What follows belongs to an exercise in optimizing a design on an open flow for a short achievable clock period and few clock cycles; a production flow would make more cautious choices.
Where RTL was checked, it was by simulation tests only, not by an equivalence proof against the original.
The RTL of runs 1, 2, 5 and 6 was laid out without a check of its function.
Power and IR drop assume default switching activity.

===== flow/run.sh =====
#!/bin/bash
# synth_recipe.tcl (not shown) runs the flow's synth.tcl, then flattens the netlist and writes it again
# the make line also repeats each setting of config.mk as NAME=value (left out here)
make -C /OpenROAD-flow-scripts/flow DESIGN_CONFIG=/design/flow/config.mk WORK_HOME=/design/flow/orfs CLKGATE_MAP_FILE= SYNTH_SCRIPT=/design/flow/synth_recipe.tcl finish

===== flow/config.mk =====
export PLATFORM = sky130hd
export DESIGN_NAME = overture
export DESIGN_NICKNAME = overture
export VERILOG_FILES = /design/flow/design.v
export SDC_FILE = /design/flow/constraint.sdc
export NUM_CORES = 4
export LEC_CHECK = 0
export ABC_CLOCK_PERIOD_IN_PS = 2000
export CAP_MARGIN = 20
export CORE_MARGIN = 2
export CORE_UTILIZATION = 40
export SETUP_SLACK_MARGIN = 5
export SLEW_MARGIN = 20

===== flow/constraint.sdc =====
create_clock -name core_clock -period 7.2 [get_ports {clk_i}]
set_input_delay 1.4400 -clock core_clock [delete_from_list [all_inputs] [get_ports {clk_i}]]
set_output_delay 1.4400 -clock core_clock [all_outputs]
set_load 0.01 [all_outputs]

===== flow/design.v =====
module overture (
    input  wire       clk_i,
    input  wire       reset_i,
    input  wire [7:0] memory_data_i,
    output wire [7:0] memory_address_o,
    output wire [7:0] io_address_o,
    input  wire [7:0] io_data_read_i,
    output wire [7:0] io_data_write_o,
    output wire       io_data_write_enable_o,
    output wire       io_data_read_enable_o,
    output wire       cpu_halted_o
);
    reg [7:0] pc;
    reg [7:0] r0, r1, r2, r3, r4, r5, r6;
    reg       halted;
    reg [6:0] e_wen;       
    reg       e_alu;       
    reg       e_io;        
    reg [7:0] e_val;       
    reg       e_add;       
    reg       e_sub;
    reg       e_shl;
    reg       e_shr;
    reg       e_log;
    reg [2:0] e_op;
    reg [7:0] op_a;        
    reg [7:0] op_b;        
    reg [2:0] sh_n;        
    reg       re_q;
    reg       we_q;
    reg       bf_phase;    
    reg [7:0] io_addr_q;   
    reg [7:0] io_wdata_q;  
    reg [7:0] log_out;
    always @(*) begin
        case (e_op[2:0])
            3'b000:  log_out = op_a | op_b;
            3'b001:  log_out = ~(op_a & op_b);
            3'b010:  log_out = ~(op_a | op_b);
            3'b011:  log_out = op_a & op_b;
            default: log_out = op_a ^ op_b;
        endcase
    end
    wire [7:0] sum     = op_a + (op_b ^ {8{e_sub}}) + {7'd0, e_sub};
    wire [7:0] shl_out = op_a << sh_n;
    wire [7:0] shr_out = op_a >> sh_n;
    wire [7:0] alu_out = ({8{e_add | e_sub}} & sum) |
                         ({8{e_shl}} & shl_out) |
                         ({8{e_shr}} & shr_out) |
                         ({8{e_log}} & log_out);
    wire [7:0] e_wval = e_io ? io_data_read_i : e_val;
    wire [7:0] n0 = e_wen[0] ? e_wval : r0;
    wire [7:0] n1 = e_wen[1] ? e_wval : r1;
    wire [7:0] n2 = e_wen[2] ? e_wval : r2;
    wire [7:0] n3 = e_alu ? alu_out : e_wen[3] ? e_wval : r3;
    wire [7:0] n4 = e_wen[4] ? e_wval : r4;
    wire [7:0] n5 = e_wen[5] ? e_wval : r5;
    wire [7:0] n6 = e_wen[6] ? e_wval : r6;
    wire [7:0] m0 = e_wen[0] ? e_val : r0;
    wire [7:0] m1 = e_wen[1] ? e_val : r1;
    wire [7:0] m2 = e_wen[2] ? e_val : r2;
    wire [7:0] m3 = e_wen[3] ? e_val : r3;
    wire [7:0] m4 = e_wen[4] ? e_val : r4;
    wire [7:0] m5 = e_wen[5] ? e_val : r5;
    wire [7:0] m6 = e_wen[6] ? e_val : r6;
    wire [7:0] ins    = memory_data_i;
    wire [1:0] ty     = ins[7:6];
    wire [2:0] src    = ins[5:3];
    wire [2:0] dst    = ins[2:0];
    wire       bad    = (ty[0] == 1'b1) && (src != 3'b000);
    wire       is_ldi = (ty == 2'b00);
    wire       is_alu = (ty == 2'b01);             
    wire       is_cp  = (ty == 2'b10);
    wire       is_jmp = (ty == 2'b11);             
    wire       is_rd  = is_cp && (src == 3'b111);
    wire       is_wr  = is_cp && (dst == 3'b111);
    wire       is_bf  = is_rd && is_wr;
    wire       zero = (m3 == 8'd0);
    wire       neg  = m3[7];
    reg        cond;
    always @(*) begin
        case (dst)
            3'b000:  cond = 1'b0;
            3'b001:  cond = zero;
            3'b010:  cond = neg;
            3'b011:  cond = neg | zero;
            3'b100:  cond = 1'b1;
            3'b101:  cond = ~zero;
            3'b110:  cond = ~neg;
            default: cond = ~neg & ~zero;
        endcase
    end
    wire e_r3_late = e_alu | (e_io & e_wen[3]);
    wire jstall  = is_jmp && e_r3_late && (dst[1:0] != 2'b00);
    wire bf_rd   = is_bf && !bf_phase;
    wire issue   = !halted && !bad && !jstall;
    wire hold    = halted || bad || jstall || bf_rd;
    wire [2:0] sel = is_alu ? 3'd2 : src;
    reg  [7:0] src_m;
    reg        src_e;    
    always @(*) begin
        case (sel)
            3'd0:    begin src_m = m0; src_e = e_wen[0]; end
            3'd1:    begin src_m = m1; src_e = e_wen[1]; end
            3'd2:    begin src_m = m2; src_e = e_wen[2]; end
            3'd3:    begin src_m = m3; src_e = e_wen[3]; end
            3'd4:    begin src_m = m4; src_e = e_wen[4]; end
            3'd5:    begin src_m = m5; src_e = e_wen[5]; end
            3'd6:    begin src_m = m6; src_e = e_wen[6]; end
            default: begin src_m = m0; src_e = 1'b1;     end  
        endcase
    end
    wire fwd_io  = e_io && src_e;
    wire fwd_alu = e_alu && (sel == 3'd3);
    wire [7:0] src_val = fwd_io ? io_data_read_i : fwd_alu ? alu_out : src_m;
    reg [6:0] wen;
    always @(*) begin
        wen = 7'd0;
        if (is_ldi) wen[0] = 1'b1;
        if (is_alu) wen[3] = 1'b1;
        if (is_cp && dst != 3'b111) wen[dst] = 1'b1;
    end
    wire [3:0] amt = n2[3:0];
    wire [2:0] amt_neg = 3'd0 - amt[2:0];
    always @(posedge clk_i) begin
        if (reset_i) begin
            pc        <= 8'd0;
            halted    <= 1'b0;
            r0 <= 8'd0; r1 <= 8'd0; r2 <= 8'd0; r3 <= 8'd0;
            r4 <= 8'd0; r5 <= 8'd0; r6 <= 8'd0;
            e_wen     <= 7'd0;
            e_alu     <= 1'b0;
            e_io      <= 1'b0;
            re_q      <= 1'b0;
            we_q      <= 1'b0;
            bf_phase  <= 1'b0;
        end else begin
            r0 <= n0; r1 <= n1; r2 <= n2; r3 <= n3;
            r4 <= n4; r5 <= n5; r6 <= n6;
            if (bad)
                halted <= 1'b1;
            if (!hold)
                pc <= (is_jmp && cond) ? n0 : pc + 8'd1;
            e_wen     <= issue ? wen : 7'd0;
            e_alu     <= issue && is_alu;
            e_io      <= issue && is_rd;
            re_q      <= issue && is_rd && !(is_bf && bf_phase);
            we_q      <= issue && is_wr && !bf_rd;
            bf_phase  <= issue && bf_rd;
        end
        e_val     <= is_ldi ? {2'b00, ins[5:0]} : src_val;
        e_op      <= dst;
        e_add     <= dst == 3'b100;
        e_sub     <= dst == 3'b101;
        e_shl     <= dst == 3'b111 && !amt[3];
        e_shr     <= dst == 3'b111 && amt[3];
        e_log     <= dst[2] == 1'b0 || dst == 3'b110;
        sh_n      <= amt[3] ? amt_neg : amt[2:0];
        op_a      <= n1;
        op_b      <= n2;
        if (is_rd || is_wr)
            io_addr_q <= n6;
        if (is_wr)
            io_wdata_q <= src_val;
    end
    assign memory_address_o       = pc;
    assign io_address_o           = io_addr_q;
    assign io_data_write_o        = io_wdata_q;
    assign io_data_write_enable_o = we_q;
    assign io_data_read_enable_o  = re_q;
    assign cpu_halted_o           = halted;
endmodule

==> impl_metrics.py, run 1 <==
metrics = {
    "global_route": {
        "grt_overflow": 0,
        "grt_pass1_wl_um": 36000,
        "grt_max_degree": 72,
        "antenna_found_initial": 1,
        "grt_use_total": 0.261,
        "grt_pass1_vias": 6189,
    },
    "timing": {
        "hold_viol": 0,
        "setup_viol": 0,
        "max_freq_mhz": 319,
        "drv_slew": 0,
        "setup_tns_ns": 0,
        "tightestPinTransition_ns": 0.866,
        "fin_crit_ns": 3.13,
        "layout_setup_ws_ns": 4.07,
        "fin_worst_skew_ns": 0.0129,
        "period_share": 0.435,
        "rsz0062_at_grt": "yes",
        "slew_headroom": 0.422,
    },
    "status": {
        "status": "timing/DRC/antenna clean",
    },
    "worst_setup_path": {
        "timing.rr.end": "e_val[1]",
        "worst_path_largest_cell_delay_ns": 0.42,
        "cp-startpoint": "memory_data_i[7]",
        "crit_path_end": "e_val[1]",
        "r2r_cells": 8,
        "worstReg2RegStart": "e_wen[5]",
        "critPathSlowestCell": "a222oi_1",
        "path_cells": "buf_8, and2b_4, nor4b_4, buf_4, buf_6, a222oi_1, nand3_1, o211ai_1, a31oi_1, mux2_4",
        "crit_path_end_kind": "flop",
        "crit_type": "in -> reg",
        "r2r_slack_ns": 4.59,
        "critPathBufInv": 3,
        "cp-start-kind": "primary input",
        "crit_family": "compound AO/OA/AOI/OAI gates",
        "cp_max_fo": 6,
        "cp.depth": 10,
        "crit_required_ns": 7.51,
        "cp.arrival_ns": 3.44,
    },
    "cells_and_area": {
        "fin_area_um2": 9760,
        "layoutNonFillerInstCount": 1114,
        "area_delta_synth_final_pct": 38.1,
        "final_nets": 927,
        "drive_gt1_frac": 0.351,
    },
    "floorplan": {
        "pin_count": 45,
        "fp.dieW_um": 137,
        "start_util": 0.409,
        "rows": 48,
        "die-area_um2": 18700,
        "core_um2": 17300,
        "die_h_um": 137,
    },
    "clock_network": {
        "cts-htree-levels": 4,
        "clk_latency_ns": 0.43,
        "clockBufferDepth": 2,
        "cts_hold_buf": 0,
        "clkTransAtPathRegs_ns": 0.06,
        "cts_tree": "done",
        "cts.sinks": 127,
        "cts-buffers-inserted": 17,
        "root_buffer": "clkbuf_16",
    },
    "place": {
        "dp_hpwl_um": 16100,
        "placed_cells": 994,
        "gp_congestion": 0.925,
        "portBuffers": 44,
        "dp_slack_ns": 2.89,
        "place_area_um2": 7920,
    },
    "synth": {
        "synth_fp_nets": 820,
        "ys_types": 78,
        "ys_warn_count": 1,
        "avgSynthCellArea_um2": 9.20,
        "syn_inst": 768,
        "synth-seq-cells": 127,
        "ys_seq_area_frac": 0.382,
        "synth_edf_count": 16,
        "synth_flop_cell": "dfxtp_1",
        "synthArstFlopShare": 0,
        "netlist_area_um2": 7070,
    },
    "drt": {
        "ant_nets": 0,
        "via_per_inst": 5.85,
        "drcViolationCount": 0,
        "drt_iter0_markers": 624,
        "vias": 6512,
        "dr.pass1.iters": 6,
        "wire_per_inst_um": 21.7,
        "finalWirelength_um": 24200,
    },
    "pwr": {
        "powerDensity_nw_per_um2": 196,
        "power_mw": 1.91,
        "vdd_ir_drop_max_v": 0.000175,
        "p_leak_nw": 3.73,
    },
    "hold_path": {
        "hold_path_class": "reg -> reg",
    },
    "flow_run": {
        "maxCapViolations": 0,
    },
}
==> metal layers <==
layer  track usage  wire length (um)
met5             0                 0
met4        0.0813               480
met3        0.0656              1830
met2         0.398             11000
met1         0.362             10900
==> worst min path at each step <==
stage	startpoint	slack, ns	to	depth (start not counted)
CTS	r5[0]	0.48	r5[0]	2
global placement	r5[0]	0.48	r5[0]	2
finish	r5[0]	0.48	r5[0]	2
floorplan	r2[0]	0.45	sh_n[0]	2
detailed placement	r5[0]	0.48	r5[0]	2
global route	r5[0]	0.51	r5[0]	2
==> cell usage after synthesis, types with 14 or more instances <==
cell      instances  area share
nand2_1          34       0.018
clkbuf_1         29       0.015
mux2i_1          31       0.044
inv_1            30       0.016
nor2b_1          27       0.024
ha_1             33       0.058
nor3_1           14      0.0099
nor2_1          103       0.055
mux2_2           20       0.032
xor2_1           14       0.017
o21ai_0          22       0.016
a211oi_1         33       0.035
a21oi_1          57       0.040
edfxtp_1         16       0.068
dfxtp_1         111        0.31
==> power by group <==
part / total, mW / internal, mW / switching, mW
clock network: 0.824 / 0.481 / 0.343
registers: 0.771 / 0.736 / 0.0349
logic: 0.315 / 0.148 / 0.166
total: 1.91 / 1.37 / 0.544
==> cell families (layout without fill, tap and decap cells) <==
| group | count (synthesis) | in the layout | share of synthesized area |
|---|---|---|---|
| AO/OA/AOI/OAI | 195 | 196 | 0.192 |
| XOR/XNOR | 23 | 23 | 0.0285 |
| adder cells (fa/ha/maj) | 34 | 34 | 0.0613 |
| buffers and inverters | 77 | 196 | 0.0462 |
| flip-flops | 127 | 127 | 0.382 |
| multiplexers | 62 | 62 | 0.110 |
| other | 0 | 1 | 0 |
| AND/OR/NAND/NOR | 250 | 250 | 0.180 |
==> sequential cells by signal, summed over array words and instances (netlist names), 7 cells and up <==
name,flops
r2,8
io_wdata_q,8
op_a,8
r3,8
op_b,7
r0,8
io_addr_q,8
pc,8
r1,8
r5,8
r4,8
e_wen,7
r6,8
e_val,8
==> cells in the final DEF (no fill, tap or decap), drive strengths merged, types with 8 or more instances in the layout <==
master and count:
o21ai 24, nor3 16, a31oi 10, nand2 34, o211ai 10, inv 36, or3 8, clkbuf 22
nand2b 11, mux4 10, xnor2 9, nand3 13, xor2 14, edfxtp 16, ha 33, nor2 103
mux2 21, mux2i 31, nor2b 27, a21oi 59, a211oi 34, dfxtp 111, buf 126
==> final cells by class <==
cell class / count / area [um^2]
fillers: 1534 / 7540
multi-input cells: 565 / 4810
flip-flops and latches: 127 / 2750
repair buffers: 134 / 1210
clock buffers: 19 / 433
well taps: 225 / 282
inverters: 30 / 143
clock inverters: 13 / 128
diodes: 1 / 2.50
==> per-stage QoR <==
| step | hold WS, ns | util |
|---|---|---|
| after floorplan | 0.450 | - |
| after global placement | 0.475 | 0.457 |
| after detailed placement | 0.476 | 0.458 |
| after CTS | 0.484 | 0.535 |
| after global routing | 0.508 | 0.564 |
| final | 0.484 | 0.564 |
==> tightest hold or removal path, cell delays in order, from the launching register on <==
cell and delay (ns):
dfxtp_1 0.31, nor2_1 0.08, a211oi_1 0.05
==> timing repair <==
item / CTS / global route
gates cloned: 1 / 0
setup buffers: 58 / 28
pin swaps: 35 / 42
endpoints found under the setup margin: 168 / 84
gates resized for setup: 263 / 68
==> run 2: changes to the inputs <==
--- a/flow/config.mk
+++ b/flow/config.mk
@@ -10,3 +10,3 @@
 export CORE_MARGIN = 2
-export CORE_UTILIZATION = 40
+export CORE_UTILIZATION = 65
 export SETUP_SLACK_MARGIN = 5
==> run 2 against run 1 <==
  * Worst hold slack improved by 0.022 ns
  * Critical path type unchanged
  * Die area shrank 37%
  * Register-to-register slack got worse by 0.33 ns
  * Clock power up 12%
  * Clock-buffer cell count up 5
  * Routed wire length increased by 36%
  * Clock skew rose by 0.016 ns
  * Power rose by 8.4%
  * First-iteration DRC count grew to 2.7 times the previous value
  * Largest power group unchanged
  * Via count up 25%
==> impl_metrics.py, run 2 <==
metrics = {
    "timing": {
        "slew_headroom": 0.365,
        "tightestPinTransition_ns": 0.951,
        "setup_viol": 0,
        "setup_tns_ns": 0,
        "rsz0062_at_grt": "yes",
        "max_freq_mhz": 301,
        "fin_crit_ns": 3.32,
        "hold_viol": 0,
        "fin_worst_skew_ns": 0.0285,
        "layout_setup_ws_ns": 3.88,
        "drv_slew": 0,
        "period_share": 0.462,
    },
    "synth": {
        "synth_flop_cell": "dfxtp_1",
        "avgSynthCellArea_um2": 9.20,
        "synth_top_family_by_area": "compound AO/OA/AOI/OAI gates",
        "synth_most_common_cell": "dfxtp_1",
        "synthArstFlopShare": 0,
        "synth-seq-cells": 127,
        "yosysTopAreaCell": "dfxtp_1",
        "synthTopCellsByArea": "dfxtp_1 (31%), edfxtp_1 (6.8%), ha_1 (5.8%)",
        "ys_types": 78,
        "synth_xor_xnor_area_share": 0.0285,
        "synth_simple_gate_area_frac": 0.180,
        "yosys-top-cells-count": "dfxtp_1 (111), nor2_1 (103), a21oi_1 (57)",
        "netlist_area_um2": 7070,
        "yosysTopAreaCellShare": 0.314,
        "ys_warn_count": 1,
        "yosys.area_share.adder": 0.0612,
        "synth_edf_count": 16,
        "synth_compound_area_frac": 0.192,
        "post_synth_mux_area_share": 0.110,
        "syn_inst": 768,
        "ys_seq_area_frac": 0.382,
        "synth_fp_nets": 820,
    },
    "floorplan": {
        "start_util": 0.658,
        "die-area_um2": 11700,
        "die_h_um": 108,
        "fp.dieW_um": 108,
        "pin_count": 45,
        "rows": 38,
        "core_um2": 10700,
    },
    "clock_network": {
        "clk_latency_ns": 0.57,
        "cts-buffers-inserted": 17,
        "root_buffer": "clkbuf_8",
        "cts-htree-levels": 4,
        "cts_tree": "done",
        "cts.sinks": 127,
        "cts_hold_buf": 0,
        "clkTransAtPathRegs_ns": 0.06,
        "clockBufferDepth": 2,
    },
    "global_route": {
        "grt_max_degree": 72,
        "grt_overflow": 0,
        "grt_pass1_wl_um": 36700,
        "grt_use_total": 0.422,
        "grt_pass1_vias": 6616,
        "antenna_found_initial": 2,
    },
    "drt": {
        "vias": 8120,
        "drcViolationCount": 0,
        "wire_per_inst_um": 31.3,
        "ant_nets": 0,
        "finalWirelength_um": 33000,
        "via_per_inst": 7.71,
        "dr.pass1.iters": 20,
        "drt_iter0_markers": 1674,
    },
    "worst_setup_path": {
        "cp.arrival_ns": 3.77,
        "crit_type": "in -> reg",
        "crit_path_end_kind": "flop",
        "crit_required_ns": 7.64,
        "cp-start-kind": "primary input",
        "cp_max_fo": 6,
    },
    "place": {
        "dp_slack_ns": 2.91,
        "gp_congestion": 0.997,
        "dp_hpwl_um": 14700,
        "portBuffers": 44,
    },
    "cells_and_area": {
        "final_nets": 952,
        "multiInputGateArea_um2": 4930,
        "seq_area_um2": 2740,
        "final_common_cell": "nor2_1",
        "final_cell_mix": "nor2_1 (95), dfxtp_1 (92), buf_4 (92)",
        "drive_gt1_frac": 0.372,
        "area_delta_synth_final_pct": 41.8,
        "fillCellCount": 320,
        "insertedDiodeCount": 0,
    },
    "status": {
        "status": "timing/DRC/antenna clean",
    },
    "pwr": {
        "powerDensity_nw_per_um2": 206,
        "p_leak_nw": 3.93,
        "vdd_ir_drop_max_v": 0.000287,
    },
    "flow_run": {
        "maxCapViolations": 0,
    },
    "hold_path": {
        "hold_path_class": "reg -> reg",
    },
}
[run 2: cell count changes in the layout (fill, tap and decap cells not counted), sizes merged]
cell / change
bufinv: +2
buf: +23
dlymetal6s2s: +2
diode: -1
inv: -5
a21oi: +1
and2b: +1
clkbuf: +3
clkinvlp: -2
[run 2: layer usage]
layer,vias to the layer above,global-route usage,share of wire,wire [um]
li1,3068,-,-,-
met1,3682,0.520,0.32,10700
met2,961,0.655,0.41,13700
met3,405,0.147,0.16,5210
met4,4,0.220,0.10,3410
met5,-,0,0.00058,19
[run 2: cell families after synthesis]
logic type	after synthesis
AO/OA/AOI/OAI	195
flip-flops	127
XOR/XNOR	23
adder cells (fa/ha/maj)	34
AND/OR/NAND/NOR	250
multiplexers	62
buffers and inverters	77
[run 2: area by class of cell]
cell class / instances / area share
multi-input combinational: 567 / 0.492
sequential: 127 / 0.274
timing repair buffer: 157 / 0.140
clock buffer: 24 / 0.0500
tap: 140 / 0.0175
inverter: 30 / 0.0142
clock inverter: 8 / 0.0124
[run 2: path summary, 6_finish.rpt]
path,startpoint,end,slack [ns],cells after the start
setup / recovery,memory_data_i[7],e_val[4],3.88,10
hold / removal,r5[2],r5[2],0.51,2
setup reg to reg,e_wen[6],e_val[0],4.26,7
hold reg to reg,r5[2],r5[2],0.51,2
[run 2: metrics by stage]
step / power [mW] / cells / utilization / area, um^2 / hold WS (ns)
after floorplan: 0.928 / 768 / - / 7470 / 0.450
after global placement: 0.989 / 907 / 0.725 / 7790 / 0.474
after detailed placement: 0.996 / 908 / 0.726 / 7800 / 0.482
after CTS: 1.94 / 1002 / 0.855 / 9190 / 0.492
after global routing: 2.09 / 1053 / 0.933 / 10000 / 0.521
final: 2.07 / 1053 / 0.933 / 10000 / 0.506
[run 2: what timing repair did]
| item | 4_1_cts | 5_1_grt |
|---|---|---|
| gates cloned | 3 | 0 |
| buffers inserted | 59 | 51 |
| pin swaps | 41 | 55 |
| setup endpoints to repair | 157 | 69 |
| resized for setup | 256 | 87 |
[run 2: where the power goes]
group	switching, mW	total [mW]	internal, mW
sequential	0.0413	0.778	0.736
clock	0.338	0.924	0.585
combinational	0.208	0.368	0.160
[run 2: critical path: stages]
cell and delay, ns:
buf_12 0.10, and2b_4 0.27, buf_6 0.11, nor4b_4 0.05, buf_4 0.21, a222oi_1 0.50, nand3_1 0.37, o211ai_1 0.25
a31oi_1 0.16, mux2_4 0.29
==> run 3: changes to the inputs <==
--- a/flow/design.v
+++ b/flow/design.v
@@ -19,2 +19,4 @@
     reg [7:0] e_val;       
+    reg       e_ldi;       
+    reg [5:0] e_imm;
     reg       e_add;       
@@ -50,3 +52,4 @@
                          ({8{e_log}} & log_out);
-    wire [7:0] e_wval = e_io ? io_data_read_i : e_val;
+    wire [7:0] e_fval = e_ldi ? {2'b00, e_imm} : e_val;
+    wire [7:0] e_wval = e_io ? io_data_read_i : e_fval;
     wire [7:0] n0 = e_wen[0] ? e_wval : r0;
@@ -58,9 +61,9 @@
     wire [7:0] n6 = e_wen[6] ? e_wval : r6;
-    wire [7:0] m0 = e_wen[0] ? e_val : r0;
-    wire [7:0] m1 = e_wen[1] ? e_val : r1;
-    wire [7:0] m2 = e_wen[2] ? e_val : r2;
-    wire [7:0] m3 = e_wen[3] ? e_val : r3;
-    wire [7:0] m4 = e_wen[4] ? e_val : r4;
-    wire [7:0] m5 = e_wen[5] ? e_val : r5;
-    wire [7:0] m6 = e_wen[6] ? e_val : r6;
+    wire [7:0] m0 = e_wen[0] ? e_fval : r0;
+    wire [7:0] m1 = e_wen[1] ? e_fval : r1;
+    wire [7:0] m2 = e_wen[2] ? e_fval : r2;
+    wire [7:0] m3 = e_wen[3] ? e_fval : r3;
+    wire [7:0] m4 = e_wen[4] ? e_fval : r4;
+    wire [7:0] m5 = e_wen[5] ? e_fval : r5;
+    wire [7:0] m6 = e_wen[6] ? e_fval : r6;
     wire [7:0] ins    = memory_data_i;
@@ -97,3 +100,3 @@
     wire hold    = halted || bad || jstall || bf_rd;
-    wire [2:0] sel = is_alu ? 3'd2 : src;
+    wire [2:0] sel = src;
     reg  [7:0] src_m;
@@ -150,3 +153,5 @@
         end
-        e_val     <= is_ldi ? {2'b00, ins[5:0]} : src_val;
+        e_val     <= src_val;
+        e_ldi     <= is_ldi;
+        e_imm     <= ins[5:0];
         e_op      <= dst;
@@ -160,6 +165,4 @@
         op_b      <= n2;
-        if (is_rd || is_wr)
-            io_addr_q <= n6;
-        if (is_wr)
-            io_wdata_q <= src_val;
+        io_addr_q <= n6;
+        io_wdata_q <= src_val;
     end
--- a/flow/config.mk
+++ b/flow/config.mk
@@ -10,3 +10,3 @@
 export CORE_MARGIN = 2
-export CORE_UTILIZATION = 65
+export CORE_UTILIZATION = 40
 export SETUP_SLACK_MARGIN = 5
==> run 3 against run 2 <==
  * Sequential share of layout area down 3.0 points
  * Core utilization down 33 points
  * Largest power group unchanged
  * Register-to-register slack improved by 0.20 ns
  * Maximum frequency up 8.5%
  * First-iteration DRC count shrank 59%
  * Non-clock buffer count is 15 higher
  * Die area rose by 57%
  * Final area grew 3.4%
  * Sequential cell count shrank 4
==> impl_metrics.py, run 3 <==
metrics = {
    "status": {
        "status": "timing/DRC/antenna clean",
    },
    "global_route": {
        "grt_overflow": 0,
        "grt_max_degree": 36,
        "grt_pass1_vias": 6733,
        "grt_pass1_wl_um": 39200,
        "antenna_found_initial": 0,
        "grt_use_total": 0.287,
    },
    "place": {
        "dp_hpwl_um": 15600,
        "portBuffers": 44,
        "gp_congestion": 0.944,
        "placed_cells": 1028,
    },
    "timing": {
        "slew_headroom": 0.418,
        "hold_viol": 0,
        "rsz0062_at_grt": "yes",
        "setup_viol": 0,
        "drv_slew": 0,
        "fin_worst_skew_ns": 0.00538,
        "setup_tns_ns": 0,
        "period_share": 0.425,
        "tightestPinTransition_ns": 0.872,
        "fin_crit_ns": 3.06,
        "max_freq_mhz": 326,
    },
    "synth": {
        "synth_edf_count": 0,
        "ys_warn_count": 1,
        "synth_flop_cell": "dfxtp_1",
        "avgSynthCellArea_um2": 8.66,
        "synthArstFlopShare": 0,
        "yosysTopAreaCellShare": 0.356,
        "yosysTopAreaCell": "dfxtp_1",
        "synth-seq-cells": 123,
        "synth_fp_nets": 850,
        "syn_inst": 799,
        "synth_most_common_cell": "dfxtp_1",
        "ys_seq_area_frac": 0.356,
        "synthTopCellsByArea": "dfxtp_1 (36%), ha_1 (5.8%), mux2i_1 (5.2%)",
        "yosys-top-cells-count": "dfxtp_1 (123), nor2_1 (85), nand2_1 (51)",
        "ys_types": 66,
        "netlist_area_um2": 6920,
    },
    "pwr": {
        "sw_frac_of_total": 0.274,
        "powerDensity_nw_per_um2": 181,
        "p_int_mw": 1.36,
        "vdd_ir_drop_max_v": 0.000125,
        "p_clk_frac": 0.435,
        "power_frac_comb": 0.180,
        "p_leak_nw": 4.25,
        "power_mw": 1.87,
        "pwr-share-seq": 0.385,
        "switchingPower_uw": 513,
    },
    "cells_and_area": {
        "multiInputGateArea_um2": 4970,
        "layoutNonFillerInstCount": 1182,
        "fillCellCount": 1358,
        "area_delta_synth_final_pct": 49.8,
        "seq_area_um2": 2530,
        "final_cell_mix": "dfxtp_1 (92), buf_4 (84), nor2_1 (75)",
        "final_common_cell": "dfxtp_1",
        "final_nets": 995,
        "drive_gt1_frac": 0.393,
        "insertedDiodeCount": 0,
    },
    "floorplan": {
        "core_um2": 17100,
        "rows": 48,
        "pin_count": 45,
        "die_h_um": 136,
        "start_util": 0.404,
        "die-area_um2": 18400,
        "fp.dieW_um": 136,
    },
    "clock_network": {
        "cts-buffers-inserted": 17,
        "clockBufferDepth": 2,
        "cts_tree": "done",
        "cts.sinks": 123,
        "cts-htree-levels": 4,
        "root_buffer": "clkbuf_16",
        "clk_latency_ns": 0.42,
        "clkTransAtPathRegs_ns": 0.06,
    },
    "worst_setup_path": {
        "crit_path_end_kind": "flop",
        "worst_path_largest_cell_delay_ns": 0.43,
        "crit_family": "simple AND/OR/NAND/NOR gates",
        "critPathBufInv": 3,
        "cp_max_fo": 4,
        "cp-start-kind": "primary input",
        "crit_type": "in -> reg",
        "path_cells": "buf_12, inv_12, ha_4, ha_4, nor3_4, buf_6, nand3_4, a211oi_4, nor3_4, or3_1, a31oi_1",
        "cp.arrival_ns": 3.40,
        "critPathSlowestCell": "a211oi_4",
        "crit_required_ns": 7.54,
    },
    "drt": {
        "wire_per_inst_um": 22.6,
        "ant_nets": 0,
        "finalWirelength_um": 26800,
        "drt_iter0_markers": 688,
        "vias": 7066,
        "via_per_inst": 5.98,
        "drcViolationCount": 0,
        "dr.pass1.iters": 6,
    },
    "flow_run": {
        "maxCapViolations": 0,
    },
    "hold_path": {
        "hold_path_class": "reg -> reg",
    },
}
run 3: cell count changes in the layout (fill, tap and decap cells not counted), sizes merged, moves of 12 or more:
cell / before / now
nor2b: 27 / 46
nor2: 103 / 85
a21oi: 60 / 45
a211oi: 34 / 21
inv: 31 / 43
dfxtp: 111 / 123
nand2: 34 / 52
edfxtp: 16 / 0
run 3: worst paths after layout:
check,from,endpoint,slack [ns],cells past startpoint
max reg2reg,e_ldi,pc[4],4.46,7
min reg2reg,r5[6],r5[6],0.49,2
max,memory_data_i[1],pc[5],4.14,11
min,r5[6],r5[6],0.49,2
run 3: stage by stage:
step	setup WS, ns	utilization	cell area, um^2	hold WS [ns]
final	4.14	0.606	10400	0.487
after floorplan	3.99	-	7300	0.425
after CTS	4.19	0.573	9810	0.483
after global routing	4.12	0.606	10400	0.492
after global placement	3.11	0.455	7780	0.465
after detailed placement	2.95	0.455	7780	0.473
run 3: power by group through the flow:
stage,clock [mW],sequential (mW),combinational [mW]
after global routing,0.860,0.723,0.350
after floorplan,0,0.723,0.143
final,0.815,0.723,0.337
after CTS,0.822,0.722,0.300
after global placement,0,0.736,0.203
after detailed placement,0,0.736,0.205
run 3: cell type report:
class	instances	share of cell area
inverters	43	0.0182
repair buffers	172	0.177
clock inverters	10	0.00893
clock buffers	22	0.0457
multi-input cells	587	0.479
flip-flops and latches	123	0.244
well taps	225	0.0272
run 3: logic make-up after synthesis:
family / Yosys count / synth area share
simple gates: 272 / 0.202
compound gates: 189 / 0.182
flops: 123 / 0.356
buf+inv: 91 / 0.0504
mux: 70 / 0.123
fa+ha+maj: 33 / 0.0608
xor+xnor: 21 / 0.0266
run 3: timing repair:
item | 4_1_cts | 5_1_grt
endpoints found under the setup margin | 128 | 57
cloned | 12 | 0
hold buffers | 0 | 0
buffers inserted | 78 | 32
resized for setup | 322 | 80
pin swaps | 60 | 52
run 3: metal layers:
metal  wire length, um  vias up  share of wire  track usage
li1                  -     3148              -            -
met1             10700     3401           0.40        0.346
met2             12700      393           0.48        0.491
met3              1630      124          0.061       0.0494
met4              1710        0          0.064        0.147
met5                 0        -              0            0
run 3: worst register-to-register path, cell delays in order (launching register included):
cell,delay [ns]
dfxtp_1,0.47
nand2b_4,0.25
mux2_4,0.33
and3_4,0.21
o31a_1,0.35
or3_4,0.42
or4_4,0.51
a31oi_4,0.13
Testbench counts of run 3, summed over its fixed seeds: cycles 58,708.
==> run 4: changes to the inputs <==
--- a/flow/design.v
+++ b/flow/design.v
@@ -15,2 +15,4 @@
     reg       halted;
+    reg [7:0] ir;          
+    reg       ir_v;
     reg [6:0] e_wen;       
@@ -68,3 +70,3 @@
     wire [7:0] m6 = e_wen[6] ? e_fval : r6;
-    wire [7:0] ins    = memory_data_i;
+    wire [7:0] ins    = ir;
     wire [1:0] ty     = ins[7:6];
@@ -72,3 +74,3 @@
     wire [2:0] dst    = ins[2:0];
-    wire       bad    = (ty[0] == 1'b1) && (src != 3'b000);
+    wire       bad    = ir_v && (ty[0] == 1'b1) && (src != 3'b000);
     wire       is_ldi = (ty == 2'b00);
@@ -98,4 +100,4 @@
     wire bf_rd   = is_bf && !bf_phase;
-    wire issue   = !halted && !bad && !jstall;
-    wire hold    = halted || bad || jstall || bf_rd;
+    wire issue   = ir_v && !halted && !bad && !jstall;
+    wire hold    = halted || bad || (ir_v && (jstall || bf_rd));
     wire [2:0] sel = src;
@@ -131,2 +133,3 @@
             halted    <= 1'b0;
+            ir_v      <= 1'b0;
             r0 <= 8'd0; r1 <= 8'd0; r2 <= 8'd0; r3 <= 8'd0;
@@ -144,4 +147,12 @@
                 halted <= 1'b1;
-            if (!hold)
-                pc <= (is_jmp && cond) ? n0 : pc + 8'd1;
+            if (!hold) begin
+                if (ir_v && is_jmp && cond) begin
+                    pc   <= n0;
+                    ir_v <= 1'b0;      
+                end else begin
+                    pc   <= pc + 8'd1;
+                    ir   <= memory_data_i;
+                    ir_v <= 1'b1;
+                end
+            end
             e_wen     <= issue ? wen : 7'd0;
==> run 4 against run 3 <==
  * Global-route usage shrank 5.3 points
  * Maximum frequency grew 22%
  * Via count shrank 6.1%
  * Critical path type is now reg -> reg
  * Largest cell class unchanged
  * Highest routed layer unchanged
==> impl_metrics.py, run 4 <==
metrics = {
    "place": {
        "placed_cells": 1038,
        "place_area_um2": 7920,
        "portBuffers": 44,
        "dp_slack_ns": 4.04,
        "gp_congestion": 0.909,
        "dp_hpwl_um": 14700,
    },
    "worst_setup_path": {
        "path_cells": "buf_4, ha_4, o21bai_1, a22oi_1, a311oi_2, o32a_1, and2_4, buf_6, mux2i_1, a311o_1",
        "r2r_cells": 10,
        "cp-start-kind": "flop",
        "worst_path_largest_cell_delay_ns": 0.45,
        "cp.arrival_ns": 2.81,
        "crit_type": "reg -> reg",
        "critPathSlowestCell": "edfxtp_1",
        "cp_max_fo": 5,
        "crit_path_end_kind": "flop",
        "crit_required_ns": 7.50,
    },
    "drt": {
        "drt_iter0_markers": 613,
        "ant_nets": 0,
        "finalWirelength_um": 23300,
        "drcViolationCount": 0,
        "dr.pass1.iters": 8,
        "vias": 6637,
        "wire_per_inst_um": 19.9,
        "via_per_inst": 5.68,
    },
    "clock_network": {
        "cts-buffers-inserted": 17,
        "cts-htree-levels": 4,
        "clkTransAtPathRegs_ns": 0.06,
        "root_buffer": "clkbuf_16",
        "cts_tree": "done",
        "cts_hold_buf": 0,
        "cts.sinks": 132,
        "clk_latency_ns": 0.43,
        "clockBufferDepth": 2,
    },
    "pwr": {
        "sw_frac_of_total": 0.282,
        "p_int_mw": 1.50,
        "p_clk_frac": 0.391,
        "powerDensity_nw_per_um2": 209,
        "power_frac_comb": 0.220,
        "vdd_ir_drop_max_v": 0.000160,
        "p_leak_nw": 4.08,
        "switchingPower_uw": 588,
        "pwr-share-seq": 0.390,
        "power_mw": 2.09,
    },
    "synth": {
        "ys_types": 78,
        "avgSynthCellArea_um2": 9.01,
        "synth-seq-cells": 132,
        "synth_flop_cell": "dfxtp_1",
        "syn_inst": 807,
        "yosysTopAreaCellShare": 0.342,
        "yosysTopAreaCell": "dfxtp_1",
        "netlist_area_um2": 7270,
        "synthArstFlopShare": 0,
        "synth_fp_nets": 857,
        "synth_edf_count": 8,
        "synth_most_common_cell": "dfxtp_1",
        "ys_seq_area_frac": 0.375,
        "yosys-top-cells-count": "dfxtp_1 (124), nor2_1 (75), nand2_1 (49)",
        "ys_warn_count": 1,
        "synthTopCellsByArea": "dfxtp_1 (34%), ha_1 (5.3%), mux2_2 (5.1%)",
    },
    "global_route": {
        "grt_use_total": 0.233,
        "grt_max_degree": 29,
        "grt_pass1_wl_um": 35200,
        "grt_overflow": 0,
        "grt_pass1_vias": 6109,
        "antenna_found_initial": 0,
    },
    "cells_and_area": {
        "seq_area_um2": 2810,
        "fin_area_um2": 9970,
        "utilization": 0.557,
        "final_cell_mix": "dfxtp_1 (84), buf_4 (81), nor2_1 (68)",
        "insertedDiodeCount": 0,
        "multiInputGateArea_um2": 4780,
        "fillCellCount": 1599,
        "area_delta_synth_final_pct": 37.2,
        "final_nets": 978,
        "drive_gt1_frac": 0.359,
        "layoutNonFillerInstCount": 1169,
        "final_common_cell": "dfxtp_1",
    },
    "hold_path": {
        "holdPathStages": 2,
        "hold_path_class": "reg -> reg",
    },
    "timing": {
        "drv_slew": 0,
        "rsz0062_at_grt": "yes",
        "setup_tns_ns": 0,
        "slew_headroom": 0.632,
        "setup_viol": 0,
        "whs_ns": 0.481,
        "max_freq_mhz": 398,
        "period_share": 0.349,
        "tightestPinTransition_ns": 0.552,
        "layout_setup_ws_ns": 4.69,
        "fin_worst_skew_ns": 0.0146,
        "fin_crit_ns": 2.51,
        "hold_viol": 0,
    },
    "floorplan": {
        "pin_count": 45,
        "start_util": 0.406,
        "die_h_um": 139,
        "fp.dieW_um": 139,
        "die-area_um2": 19300,
        "rows": 49,
        "core_um2": 17900,
    },
    "flow_run": {
        "maxCapViolations": 0,
    },
    "status": {
        "status": "timing/DRC/antenna clean",
    },
}
==> run 4: cells by family after synthesis <==
group	share of synthesized area
and+or+nand+nor	0.195
AOI/OAI and AO/OA	0.178
DFF	0.375
buffers and inverters	0.0546
muxes	0.118
adders and majority gates	0.0561
xor gates and xnor gates	0.0241
==> run 4: final cells by class <==
| class | count | area share |
|---|---|---|
| Sequential cell | 132 | 0.281 |
| Inverter | 43 | 0.0177 |
| Tap cell | 229 | 0.0287 |
| Clock inverter | 5 | 0.00502 |
| Timing Repair Buffer | 147 | 0.138 |
| Multi-Input combinational cell | 587 | 0.479 |
| Clock buffer | 26 | 0.0501 |
==> run 4: final timing paths <==
| path | startpoint | end | slack, ns |
|---|---|---|---|
| max reg2reg | ir[1] | pc[6] | 4.69 |
| max | ir[1] | pc[6] | 4.69 |
| min | r4[6] | r4[6] | 0.48 |
| min reg2reg | r4[6] | r4[6] | 0.48 |
==> run 4: power groups by stage <==
stage	registers (mW)	logic [mW]	clock network (mW)
2_1_floorplan	0.807	0.213	0
3_3_place_gp	0.831	0.288	0
3_5_place_dp	0.831	0.287	0
4_1_cts	0.811	0.391	0.827
5_1_grt	0.816	0.486	0.861
6_report	0.814	0.459	0.816
==> run 4: per-layer routing <==
metal / global-route usage / routed length [um] / part of all wire / up-vias
li1: - / - / - / 3156
met1: 0.311 / 9940 / 0.43 / 3156
met2: 0.377 / 11100 / 0.48 / 277
met3: 0.0439 / 1560 / 0.067 / 48
met4: 0.0872 / 723 / 0.031 / 0
met5: 0 / 0 / 0 / -
==> run 4: repair_timing <==
| action | 4_1_cts | 5_1_grt |
|---|---|---|
| hold endpoints to repair | 0 | 0 |
| buffers inserted | 68 | 27 |
| setup endpoints to repair | 123 | 64 |
| resized for setup | 255 | 68 |
| gates cloned | 2 | 3 |
| pin swaps | 38 | 38 |
==> run 4: worst max-delay path, delay by kind of cell (launching register included) <==
family          cells  cell delay [ns]
buf+inv             2             0.31
flops               1             0.45
mux                 1             0.07
fa+ha+maj           1             0.17
compound gates      5             1.17
simple gates        1             0.22
Testbench counts of run 4, summed over its fixed seeds: cycles 60,843.
==> run 5: changes to the inputs <==
--- a/flow/design.v
+++ b/flow/design.v
@@ -21,2 +21,4 @@
     reg [7:0] e_val;       
+    reg       e_valz;      
+    reg       e_valz_ok;   
     reg       e_ldi;       
@@ -28,5 +30,5 @@
     reg       e_log;
-    reg [2:0] e_op;
     reg [7:0] op_a;        
-    reg [7:0] op_b;        
+    reg [7:0] op_bx;       
+    reg [7:0] log_q;       
     reg [2:0] sh_n;        
@@ -37,13 +39,3 @@
     reg [7:0] io_wdata_q;  
-    reg [7:0] log_out;
-    always @(*) begin
-        case (e_op[2:0])
-            3'b000:  log_out = op_a | op_b;
-            3'b001:  log_out = ~(op_a & op_b);
-            3'b010:  log_out = ~(op_a | op_b);
-            3'b011:  log_out = op_a & op_b;
-            default: log_out = op_a ^ op_b;
-        endcase
-    end
-    wire [7:0] sum     = op_a + (op_b ^ {8{e_sub}}) + {7'd0, e_sub};
+    wire [7:0] sum     = op_a + op_bx + {7'd0, e_sub};
     wire [7:0] shl_out = op_a << sh_n;
@@ -53,3 +45,3 @@
                          ({8{e_shr}} & shr_out) |
-                         ({8{e_log}} & log_out);
+                         ({8{e_log}} & log_q);
     wire [7:0] e_fval = e_ldi ? {2'b00, e_imm} : e_val;
@@ -82,3 +74,3 @@
     wire       is_bf  = is_rd && is_wr;
-    wire       zero = (m3 == 8'd0);
+    wire       zero = e_wen[3] ? (e_ldi ? (e_imm == 6'd0) : e_valz) : (r3 == 8'd0);
     wire       neg  = m3[7];
@@ -97,3 +89,3 @@
     end
-    wire e_r3_late = e_alu | (e_io & e_wen[3]);
+    wire e_r3_late = e_alu | (e_wen[3] & (e_io | (!e_ldi & !e_valz_ok)));
     wire jstall  = is_jmp && e_r3_late && (dst[1:0] != 2'b00);
@@ -165,5 +157,6 @@
         e_val     <= src_val;
+        e_valz    <= fwd_io ? (io_data_read_i == 8'd0) : (src_m == 8'd0);
+        e_valz_ok <= !fwd_alu;
         e_ldi     <= is_ldi;
         e_imm     <= ins[5:0];
-        e_op      <= dst;
         e_add     <= dst == 3'b100;
@@ -175,3 +168,10 @@
         op_a      <= n1;
-        op_b      <= n2;
+        op_bx     <= n2 ^ {8{dst == 3'b101}};
+        case (dst)
+            3'b000:  log_q <= n1 | n2;
+            3'b001:  log_q <= ~(n1 & n2);
+            3'b010:  log_q <= ~(n1 | n2);
+            3'b011:  log_q <= n1 & n2;
+            default: log_q <= n1 ^ n2;
+        endcase
         io_addr_q <= n6;
==> run 5 against run 4 <==
  * Combinational power rose by 27%
  * Still clean on timing, DRC and antenna
  * Via count rose by 6.6%
  * Clock-buffer cell count fell by 7
==> impl_metrics.py, run 5 <==
metrics = {
    "status": {
        "status": "timing/DRC/antenna clean",
    },
    "timing": {
        "slew_headroom": 0.478,
        "drv_slew": 0,
        "period_share": 0.343,
        "hold_viol": 0,
        "rsz0062_at_grt": "yes",
        "tightestPinTransition_ns": 0.782,
        "setup_viol": 0,
        "max_freq_mhz": 405,
        "fin_crit_ns": 2.47,
        "fin_worst_skew_ns": 0.00808,
        "setup_tns_ns": 0,
    },
    "drt": {
        "drt_iter0_markers": 505,
        "finalWirelength_um": 25500,
        "vias": 7076,
        "dr.pass1.iters": 5,
        "wire_per_inst_um": 21.0,
        "drcViolationCount": 0,
        "via_per_inst": 5.81,
        "ant_nets": 0,
    },
    "cells_and_area": {
        "final_cell_mix": "dfxtp_1 (108), buf_4 (105), nor2_1 (76)",
        "area_delta_synth_final_pct": 42.6,
        "drive_gt1_frac": 0.412,
        "final_common_cell": "dfxtp_1",
        "layoutNonFillerInstCount": 1218,
        "fillCellCount": 1550,
        "fin_area_um2": 10900,
        "final_nets": 1022,
        "insertedDiodeCount": 0,
        "seq_area_um2": 3010,
        "multiInputGateArea_um2": 5160,
    },
    "clock_network": {
        "clockBufferDepth": 2,
        "cts_tree": "done",
        "cts_hold_buf": 0,
        "cts.sinks": 143,
        "cts-buffers-inserted": 17,
        "cts-htree-levels": 4,
        "clkTransAtPathRegs_ns": 0.06,
        "clk_latency_ns": 0.43,
        "root_buffer": "clkbuf_16",
    },
    "floorplan": {
        "die-area_um2": 20300,
        "core_um2": 18800,
        "fp.dieW_um": 142,
        "start_util": 0.408,
        "pin_count": 45,
        "die_h_um": 142,
        "rows": 50,
    },
    "synth": {
        "synth_fp_nets": 875,
        "synth_edf_count": 8,
        "ys_types": 93,
        "yosysTopAreaCell": "dfxtp_1",
        "syn_inst": 825,
        "synthArstFlopShare": 0,
        "synthTopCellsByArea": "dfxtp_1 (35%), mux2i_1 (5.1%), ha_1 (4.9%)",
        "synth_most_common_cell": "dfxtp_1",
        "synth_flop_cell": "dfxtp_1",
        "synth-seq-cells": 143,
        "yosysTopAreaCellShare": 0.353,
        "netlist_area_um2": 7660,
        "ys_warn_count": 1,
        "yosys-top-cells-count": "dfxtp_1 (135), nor2_1 (89), nand2_1 (51)",
        "avgSynthCellArea_um2": 9.29,
        "ys_seq_area_frac": 0.384,
    },
    "worst_setup_path": {
        "crit_required_ns": 7.55,
        "crit_type": "reg -> reg",
        "crit_path_end_kind": "flop",
        "cp-start-kind": "flop",
        "cp.arrival_ns": 2.82,
        "cp_max_fo": 4,
        "r2r_cells": 11,
    },
    "pwr": {
        "vdd_ir_drop_max_v": 0.000188,
        "powerDensity_nw_per_um2": 216,
        "p_leak_nw": 4.47,
    },
    "global_route": {
        "grt_use_total": 0.255,
        "grt_pass1_wl_um": 38900,
        "grt_max_degree": 40,
        "grt_overflow": 0,
        "antenna_found_initial": 0,
        "grt_pass1_vias": 6798,
    },
    "place": {
        "placed_cells": 1057,
        "dp_hpwl_um": 15100,
        "portBuffers": 44,
        "gp_congestion": 0.907,
        "place_area_um2": 8410,
    },
    "flow_run": {
        "maxCapViolations": 0,
    },
    "hold_path": {
        "hold_path_class": "reg -> reg",
        "holdPathStages": 2,
    },
}
[run 5: cell count changes in the layout (fill, tap and decap cells not counted), moves of 10 or more]
cell | before | now
and2_1 | 24 | 0
dfxtp_1 | 84 | 108
buf_4 | 81 | 105
o21ai_0 | 25 | 12
o21a_1 | 1 | 12
dfxtp_2 | 27 | 14
ha_1 | 24 | 14
[run 5: path summary, 6_finish.rpt]
check / from / to / slack, ns
worst min-delay path: r5[6] / r5[6] / 0.49
worst min register to register: r5[6] / r5[6] / 0.49
worst max-delay path: ir[4] / e_val[5] / 4.73
worst max register to register: ir[4] / e_val[5] / 4.73
[run 5: logic make-up after synthesis]
group | share of synthesized area
compound gates | 0.205
xor+xnor | 0.0183
fa+ha+maj | 0.0542
buf+inv | 0.0565
flops | 0.384
mux | 0.0988
simple gates | 0.183
[run 5: routing by layer]
metal | global-route usage | up-vias | routed length [um]
li1 | - | 3299 | -
met2 | 0.406 | 298 | 11800
met4 | 0.0995 | 0 | 946
met5 | 0 | - | 0
met3 | 0.0562 | 78 | 1750
met1 | 0.338 | 3401 | 11000
[run 5: area by class of cell]
class                           count  area share
Multi-Input combinational cell    593       0.472
Timing Repair Buffer              179       0.158
Sequential cell                   143       0.275
Clock inverter                     12      0.0131
Clock buffer                       19      0.0405
Tap cell                          234      0.0268
Inverter                           38      0.0137
[run 5: worst max-delay path, stage by stage, from the launching register on]
cell,delay (ns)
edfxtp_1,0.44
buf_6,0.18
buf_12,0.13
buf_16,0.12
nand2b_4,0.15
o221ai_4,0.21
a22oi_2,0.09
buf_4,0.15
nor3b_2,0.14
or3_1,0.34
mux2_2,0.31
o21ai_2,0.14
[run 5: through the flow]
step                       util  hold WS [ns]  power (mW)  worst slack, ns
final                     0.582         0.490        2.36             4.73
after global placement    0.448         0.457        1.26             3.86
after detailed placement  0.448         0.459        1.26             3.81
after floorplan               -         0.349        1.15             4.56
after CTS                 0.563         0.489        2.32             4.79
after global routing      0.582         0.496        2.43             4.68
[run 5: power breakdown]
| part | total (mW) | internal (mW) | switching, mW |
|---|---|---|---|
| combinational | 0.584 | 0.275 | 0.309 |
| sequential | 0.883 | 0.841 | 0.0420 |
| clock | 0.888 | 0.548 | 0.340 |
| total | 2.36 | 1.66 | 0.691 |
[run 5: timing repair]
action	CTS	global route
setup endpoints to repair	140	75
pin swaps	70	38
gates resized for setup	341	34
gates cloned	11	0
buffers inserted	94	25
==> run 6: changes to the inputs <==
--- a/flow/config.mk
+++ b/flow/config.mk
@@ -11,2 +11,4 @@
 export CORE_UTILIZATION = 40
+export CTS_CLUSTER_DIAMETER = 300
+export CTS_CLUSTER_SIZE = 100
 export SETUP_SLACK_MARGIN = 5
==> run 6 against run 5 <==
  * Still clean
  * Sequential cell count unchanged
  * Clock-buffer cell count stayed put
  * First-iteration DRC count did not move
  * Via count is the same
  * Setup slack stayed put
  * Non-clock buffer count unchanged
  * Core utilization stayed put
  * Highest routed layer unchanged
==> impl_metrics.py, run 6 <==
metrics = {
    "global_route": {
        "grtUsageMet1": 0.338,
        "use_met3": 0.0562,
        "grt_pass1_wl_um": 38900,
        "busiest_layer": "met2",
        "antenna_found_initial": 0,
        "grt_overflow": 0,
        "met2_usage": 0.406,
        "grt_use_total": 0.255,
        "grt_max_degree": 40,
        "grt_pass1_vias": 6798,
    },
    "worst_setup_path": {
        "worst_path_largest_cell_delay_ns": 0.44,
        "path_cells": "buf_6, buf_12, buf_16, nand2b_4, o221ai_4, a22oi_2, buf_4, nor3b_2, or3_1, mux2_2, o21ai_2",
        "crit_required_ns": 7.55,
        "crit_type": "reg -> reg",
        "cp-start-kind": "flop",
        "critPathBufInv": 4,
        "cp_max_fo": 4,
        "critPathSlowestCell": "edfxtp_1",
        "cp.depth": 11,
        "cp.arrival_ns": 2.82,
        "crit_path_end_kind": "flop",
        "crit_family": "simple AND/OR/NAND/NOR gates",
        "r2r_cells": 11,
    },
    "synth": {
        "synthTopCellsByArea": "dfxtp_1 (35%), mux2i_1 (5.1%), ha_1 (4.9%)",
        "ys_types": 93,
        "synth_flop_cell": "dfxtp_1",
        "synth_fp_nets": 875,
        "ys_warn_count": 1,
        "yosysTopAreaCellShare": 0.353,
        "synth_most_common_cell": "dfxtp_1",
        "ys_seq_area_frac": 0.384,
        "synth-seq-cells": 143,
        "synth_edf_count": 8,
        "yosysTopAreaCell": "dfxtp_1",
        "netlist_area_um2": 7660,
        "synthArstFlopShare": 0,
        "yosys-top-cells-count": "dfxtp_1 (135), nor2_1 (89), nand2_1 (51)",
        "avgSynthCellArea_um2": 9.29,
        "syn_inst": 825,
    },
    "drt": {
        "drcViolationCount": 0,
        "ant_nets": 0,
        "wire_per_inst_um": 21.0,
        "vias": 7076,
        "dr.pass1.iters": 5,
        "drt_iter0_markers": 505,
        "via_per_inst": 5.81,
        "finalWirelength_um": 25500,
    },
    "timing": {
        "tightestPinTransition_ns": 0.782,
        "max_freq_mhz": 405,
        "setup_viol": 0,
        "drv_slew": 0,
        "hold_viol": 0,
        "setup_tns_ns": 0,
        "layout_setup_ws_ns": 4.73,
        "whs_ns": 0.490,
        "fin_crit_ns": 2.47,
        "fin_worst_skew_ns": 0.00808,
        "period_share": 0.343,
        "slew_headroom": 0.478,
        "rsz0062_at_grt": "yes",
    },
    "place": {
        "dp_hpwl_um": 15100,
        "portBuffers": 44,
        "place_area_um2": 8410,
        "dp_slack_ns": 3.81,
        "gp_congestion": 0.907,
        "placed_cells": 1057,
    },
    "floorplan": {
        "rows": 50,
        "pin_count": 45,
        "core_um2": 18800,
        "start_util": 0.408,
        "die-area_um2": 20300,
        "die_h_um": 142,
        "fp.dieW_um": 142,
    },
    "clock_network": {
        "cts_hold_buf": 0,
        "cts-buffers-inserted": 17,
        "clockBufferDepth": 2,
        "cts_tree": "done",
        "clkTransAtPathRegs_ns": 0.06,
        "clk_latency_ns": 0.43,
        "cts.sinks": 143,
        "root_buffer": "clkbuf_16",
        "cts-htree-levels": 4,
    },
    "pwr": {
        "sw_frac_of_total": 0.294,
        "powerDensity_nw_per_um2": 216,
        "switchingPower_uw": 691,
        "p_int_mw": 1.66,
        "pwr-share-seq": 0.375,
        "p_clk_frac": 0.377,
        "power_frac_comb": 0.248,
        "vdd_ir_drop_max_v": 0.000188,
        "p_leak_nw": 4.47,
        "power_mw": 2.36,
    },
    "cells_and_area": {
        "final_common_cell": "dfxtp_1",
        "area_delta_synth_final_pct": 42.6,
        "drive_gt1_frac": 0.412,
        "fin_area_um2": 10900,
        "insertedDiodeCount": 0,
        "utilization": 0.582,
        "final_nets": 1022,
        "final_cell_mix": "dfxtp_1 (108), buf_4 (105), nor2_1 (76)",
        "layoutNonFillerInstCount": 1218,
    },
    "hold_path": {
        "hold_path_class": "reg -> reg",
        "holdPathStages": 2,
    },
    "flow_run": {
        "maxCapViolations": 0,
    },
    "status": {
        "status": "timing/DRC/antenna clean",
    },
}
[run 6: final cells by class]
cell class                 count  area [um^2]
fill                        1550         7840
multi-input combinational    593         5160
sequential                   143         3010
timing repair buffer         179         1730
clock buffer                  19          443
tap                          234          293
inverter                      38          150
clock inverter                12          143
[run 6: worst paths after layout]
| kind | start | endpoint | slack, ns |
|---|---|---|---|
| worst max register to register | ir[4] | e_val[5] | 4.73 |
| worst min register to register | r5[6] | r5[6] | 0.49 |
| worst max-delay path | ir[4] | e_val[5] | 4.73 |
| worst min-delay path | r5[6] | r5[6] | 0.49 |
[run 6: repair_timing]
item / CTS / global route
setup buffers: 94 / 25
pin swaps: 70 / 38
hold endpoints to repair: 0 / 0
endpoints found under the setup margin: 140 / 75
gates cloned: 11 / 0
resized for setup: 341 / 34
[run 6: power by group through the flow]
stage / Combinational (mW) / Clock [mW] / Sequential [mW]
2_1_floorplan: 0.259 / 0 / 0.886
6_report: 0.584 / 0.888 / 0.883
5_1_grt: 0.609 / 0.934 / 0.887
4_1_cts: 0.535 / 0.901 / 0.882
3_3_place_gp: 0.365 / 0 / 0.900
3_5_place_dp: 0.363 / 0 / 0.899
[run 6: kinds of logic after synthesis]
kind of cell | count (synthesis) | synth area share
AO/OA/AOI/OAI | 210 | 0.205
XOR/XNOR | 16 | 0.0183
adder cells (fa/ha/maj) | 32 | 0.0542
multiplexers | 65 | 0.0988
AND/OR/NAND/NOR | 267 | 0.183
flip-flops | 143 | 0.384
buffers and inverters | 92 | 0.0565
[run 6: worst register-to-register path: stages, from the launching register on]
cell,delay (ns)
edfxtp_1,0.44
buf_6,0.18
buf_12,0.13
buf_16,0.12
nand2b_4,0.15
o221ai_4,0.21
a22oi_2,0.09
buf_4,0.15
nor3b_2,0.14
or3_1,0.34
mux2_2,0.31
o21ai_2,0.14
[run 6: metal layers]
metal	share of wire	wire length, um	vias up
li1	-	-	3299
met1	0.43	11000	3401
met2	0.46	11800	298
met3	0.069	1750	78
met4	0.037	946	0
met5	0	0	-
==> run 7: changes to the inputs <==
--- a/flow/design.v
+++ b/flow/design.v
@@ -21,4 +21,2 @@
     reg [7:0] e_val;       
-    reg       e_valz;      
-    reg       e_valz_ok;   
     reg       e_ldi;       
@@ -74,3 +72,3 @@
     wire       is_bf  = is_rd && is_wr;
-    wire       zero = e_wen[3] ? (e_ldi ? (e_imm == 6'd0) : e_valz) : (r3 == 8'd0);
+    wire       zero = (m3 == 8'd0);
     wire       neg  = m3[7];
@@ -89,3 +87,3 @@
     end
-    wire e_r3_late = e_alu | (e_wen[3] & (e_io | (!e_ldi & !e_valz_ok)));
+    wire e_r3_late = e_alu | (e_io & e_wen[3]);
     wire jstall  = is_jmp && e_r3_late && (dst[1:0] != 2'b00);
@@ -157,4 +155,2 @@
         e_val     <= src_val;
-        e_valz    <= fwd_io ? (io_data_read_i == 8'd0) : (src_m == 8'd0);
-        e_valz_ok <= !fwd_alu;
         e_ldi     <= is_ldi;
--- a/flow/config.mk
+++ b/flow/config.mk
@@ -10,5 +10,3 @@
 export CORE_MARGIN = 2
-export CORE_UTILIZATION = 40
-export CTS_CLUSTER_DIAMETER = 300
-export CTS_CLUSTER_SIZE = 100
+export CORE_UTILIZATION = 55
 export SETUP_SLACK_MARGIN = 5
==> run 7 against run 6 <==
  * Still clean
  * Maximum frequency fell by 0.84%
  * Clock-buffer cell count up 4
  * Global-route usage increased by 8.6 points
  * Non-clock buffer count is 29 lower
  * Die area decreased by 30%
  * First-iteration DRC count up 47%
  * Sequential share of layout area up 1.4 points
  * Critical path depth down 2
  * Synthesized cell count unchanged
  * Largest cell class unchanged
  * Largest power group unchanged
  * Highest routed layer unchanged
==> impl_metrics.py, run 7 <==
metrics = {
    "synth": {
        "synth_most_common_cell": "dfxtp_1",
        "netlist_area_um2": 7340,
        "yosysTopAreaCell": "dfxtp_1",
        "synth_fp_nets": 875,
        "yosys-top-cells-count": "dfxtp_1 (133), nor2_1 (91), a21oi_1 (53)",
        "syn_inst": 825,
        "synth_edf_count": 8,
        "synthTopCellsByArea": "dfxtp_1 (36%), mux2i_1 (5.7%), ha_1 (5.1%)",
        "ys_warn_count": 1,
        "yosysTopAreaCellShare": 0.363,
        "avgSynthCellArea_um2": 8.90,
        "ys_types": 77,
        "synth_flop_cell": "dfxtp_1",
        "synth-seq-cells": 141,
        "ys_seq_area_frac": 0.395,
        "synthArstFlopShare": 0,
    },
    "floorplan": {
        "start_util": 0.559,
        "pin_count": 45,
        "rows": 42,
        "core_um2": 13100,
        "die-area_um2": 14300,
        "die_h_um": 120,
        "fp.dieW_um": 120,
    },
    "timing": {
        "period_share": 0.346,
        "slew_headroom": 0.437,
        "fin_worst_skew_ns": 0.00848,
        "setup_viol": 0,
        "whs_ns": 0.498,
        "fin_crit_ns": 2.49,
        "rsz0062_at_grt": "yes",
        "hold_viol": 0,
        "max_freq_mhz": 401,
        "setup_tns_ns": 0,
        "tightestPinTransition_ns": 0.843,
        "drv_slew": 0,
    },
    "global_route": {
        "grt_pass1_vias": 6806,
        "grtUsageMet1": 0.441,
        "met2_usage": 0.544,
        "use_met3": 0.0879,
        "grt_overflow": 0,
        "antenna_found_initial": 0,
        "busiest_layer": "met2",
        "grt_pass1_wl_um": 37300,
        "grt_max_degree": 33,
        "grt_use_total": 0.341,
    },
    "worst_setup_path": {
        "cp_common_cell": "ha_4",
        "cp-start-kind": "flop",
        "cp_max_fo": 4,
        "critPathBufInv": 1,
        "crit_required_ns": 7.54,
        "cp-startpoint": "ir[0]",
        "critPathSlowestCell": "or4_4",
        "crit_path_end": "pc[0]",
        "path_cells": "inv_2, ha_4, ha_4, or4_4, o2111a_2, o21ai_4, nand2_4, or3_1, a31oi_1",
        "worst_path_largest_cell_delay_ns": 0.55,
        "cp.arrival_ns": 2.83,
        "timing.rr.end": "pc[0]",
        "worstReg2RegStart": "ir[0]",
        "cp.depth": 9,
        "crit_type": "reg -> reg",
        "r2r_slack_ns": 4.71,
        "r2r_cells": 9,
        "crit_family": "simple AND/OR/NAND/NOR gates",
        "crit_path_end_kind": "flop",
    },
    "pwr": {
        "powerDensity_nw_per_um2": 215,
        "p_leak_nw": 4.17,
        "vdd_ir_drop_max_v": 0.000177,
        "power_mw": 2.21,
    },
    "clock_network": {
        "cts_hold_buf": 0,
        "root_buffer": "clkbuf_16",
        "clk_latency_ns": 0.43,
        "cts-buffers-inserted": 17,
        "cts_tree": "done",
        "clockBufferDepth": 2,
        "cts-htree-levels": 4,
        "clkTransAtPathRegs_ns": 0.06,
        "cts.sinks": 141,
    },
    "cells_and_area": {
        "final_common_cell": "dfxtp_1",
        "drive_gt1_frac": 0.383,
        "layoutNonFillerInstCount": 1136,
        "seq_area_um2": 2970,
        "multiInputGateArea_um2": 4880,
        "final_nets": 997,
        "area_delta_synth_final_pct": 40.0,
        "final_cell_mix": "dfxtp_1 (98), nor2_1 (81), buf_4 (74)",
        "fillCellCount": 835,
        "insertedDiodeCount": 0,
    },
    "drt": {
        "via_per_inst": 6.32,
        "drcViolationCount": 0,
        "drt_iter0_markers": 740,
        "finalWirelength_um": 24700,
        "vias": 7179,
        "dr.pass1.iters": 6,
        "wire_per_inst_um": 21.7,
        "ant_nets": 0,
    },
    "flow_run": {
        "maxCapViolations": 0,
    },
    "place": {
        "portBuffers": 44,
        "placed_cells": 1003,
        "gp_congestion": 0.965,
        "dp_hpwl_um": 15100,
    },
    "hold_path": {
        "hold_path_class": "reg -> reg",
        "holdPathStages": 2,
    },
    "status": {
        "status": "timing/DRC/antenna clean",
    },
}
## run 7: cell types whose count changed after synthesis, sizes merged, moves of 7 or more
cell     before  now
nand3        11   21
a21oi        47   54
o2111ai       9    0
o21ai        27   39
buf          28   16
## run 7: area by class of cell
cell class	instances	share of cell area
multi-input combinational	596	0.474
clock buffer	23	0.0476
inverter	41	0.0159
sequential	141	0.289
clock inverter	9	0.0107
timing repair buffer	150	0.141
tap	176	0.0214
## run 7: report_power, final
| part | switching, mW | internal [mW] | leakage [nW] |
|---|---|---|---|
| sequential | 0.0424 | 0.827 | 1.18 |
| combinational | 0.244 | 0.205 | 2.71 |
| clock | 0.344 | 0.549 | 0.285 |
## run 7: worst min path at each step
stage | from | end | slack (ns)
3_3_place_gp | ir[1] | e_imm[1] | 0.43
2_1_floorplan | ir[5] | e_imm[5] | 0.34
6_report | r5[7] | r5[7] | 0.50
4_1_cts | bf_phase | re_q | 0.49
5_1_grt | r6[5] | io_addr_q[5] | 0.51
3_5_place_dp | ir[1] | e_imm[1] | 0.46
## run 7: cells by family (layout without fill, tap and decap cells)
group                    count (synthesis)  count (layout)  synth area share
flip-flops                             141             141             0.395
AO/OA/AOI/OAI                          212             212             0.195
multiplexers                            68              68             0.100
AND/OR/NAND/NOR                        269             269             0.186
buffers and inverters                   88             223            0.0491
adder cells (fa/ha/maj)                 32              32            0.0566
XOR/XNOR                                15              15            0.0179
## run 7: what timing repair did
action	CTS	global route
setup endpoints to repair	129	84
cloned	2	0
pin swaps	40	44
setup buffers	86	13
resized for setup	286	95
## run 7: routing by layer
metal | routed length (um) | vias to the layer above | part of all wire
li1 | - | 3228 | -
met1 | 9850 | 3438 | 0.40
met2 | 11400 | 418 | 0.46
met3 | 2360 | 95 | 0.096
met4 | 1020 | 0 | 0.041
met5 | 0 | - | 0
## run 7: worst min-delay path, cell delays in order, from the launching register on
cell	delay (ns)
dfxtp_1	0.31
nor2_1	0.09
a211oi_1	0.05
## run 7: through the flow
stage | area, um^2 | setup WS (ns) | util
after floorplan | 7650 | 4.59 | -
after global placement | 8100 | 3.79 | 0.616
after detailed placement | 8100 | 3.75 | 0.616
after CTS | 9840 | 4.76 | 0.749
after global routing | 10300 | 4.63 | 0.783
final | 10300 | 4.71 | 0.783
Testbench counts of run 7, summed over its fixed seeds: cycles 60,843.

afterwards: timing with drivers on the ports:
In the flow no input, the clock included, has a driving cell. The finished layouts below were timed again as built, in two steps. Step 1: set_driving_cell puts a clkbuf_16 on clk_i and a buf_2 on each other input, an assumption about the parent block. Step 2 adds t to the input delays and takes it off the output delays; t is the mean of the earliest and latest rising clock arrival at the registers after step 1. Input paths then give back, and output paths get back, about the clock's delay inside the block. Three values: ideal, step 1, step 2; two values: the first two.
run | shift t [ns] | slack for setup (ns) | worst setup path after step 2 | worst register clock-pin slew, ns | worst data-port slew with drivers (ns)
run 1 | 0.462 | 4.070 / 4.074 / 3.612 | input to register | 0.06 / 0.06 | 0.06
run 2 | 0.591 | 3.876 / 3.841 / 3.251 | input to register | 0.07 / 0.07 | 0.11
run 3 | 0.464 | 4.137 / 4.117 / 3.653 | input to register | 0.06 / 0.06 | 0.07
run 4 | 0.462 | 4.688 / 4.688 / 4.453 | input to register | 0.06 / 0.06 | 0.05
run 5 | 0.467 | 4.729 / 4.729 / 4.362 | input to register | 0.06 / 0.06 | 0.06
run 6 | 0.467 | 4.729 / 4.729 / 4.362 | input to register | 0.06 / 0.06 | 0.06
run 7 | 0.467 | 4.708 / 4.708 / 4.338 | input to register | 0.06 / 0.06 | 0.05
After both steps setup and hold are still met in every run listed. The setup slack of run 2, which loses most, moves by -0.035 ns with the drivers and by -0.625 ns with both steps.
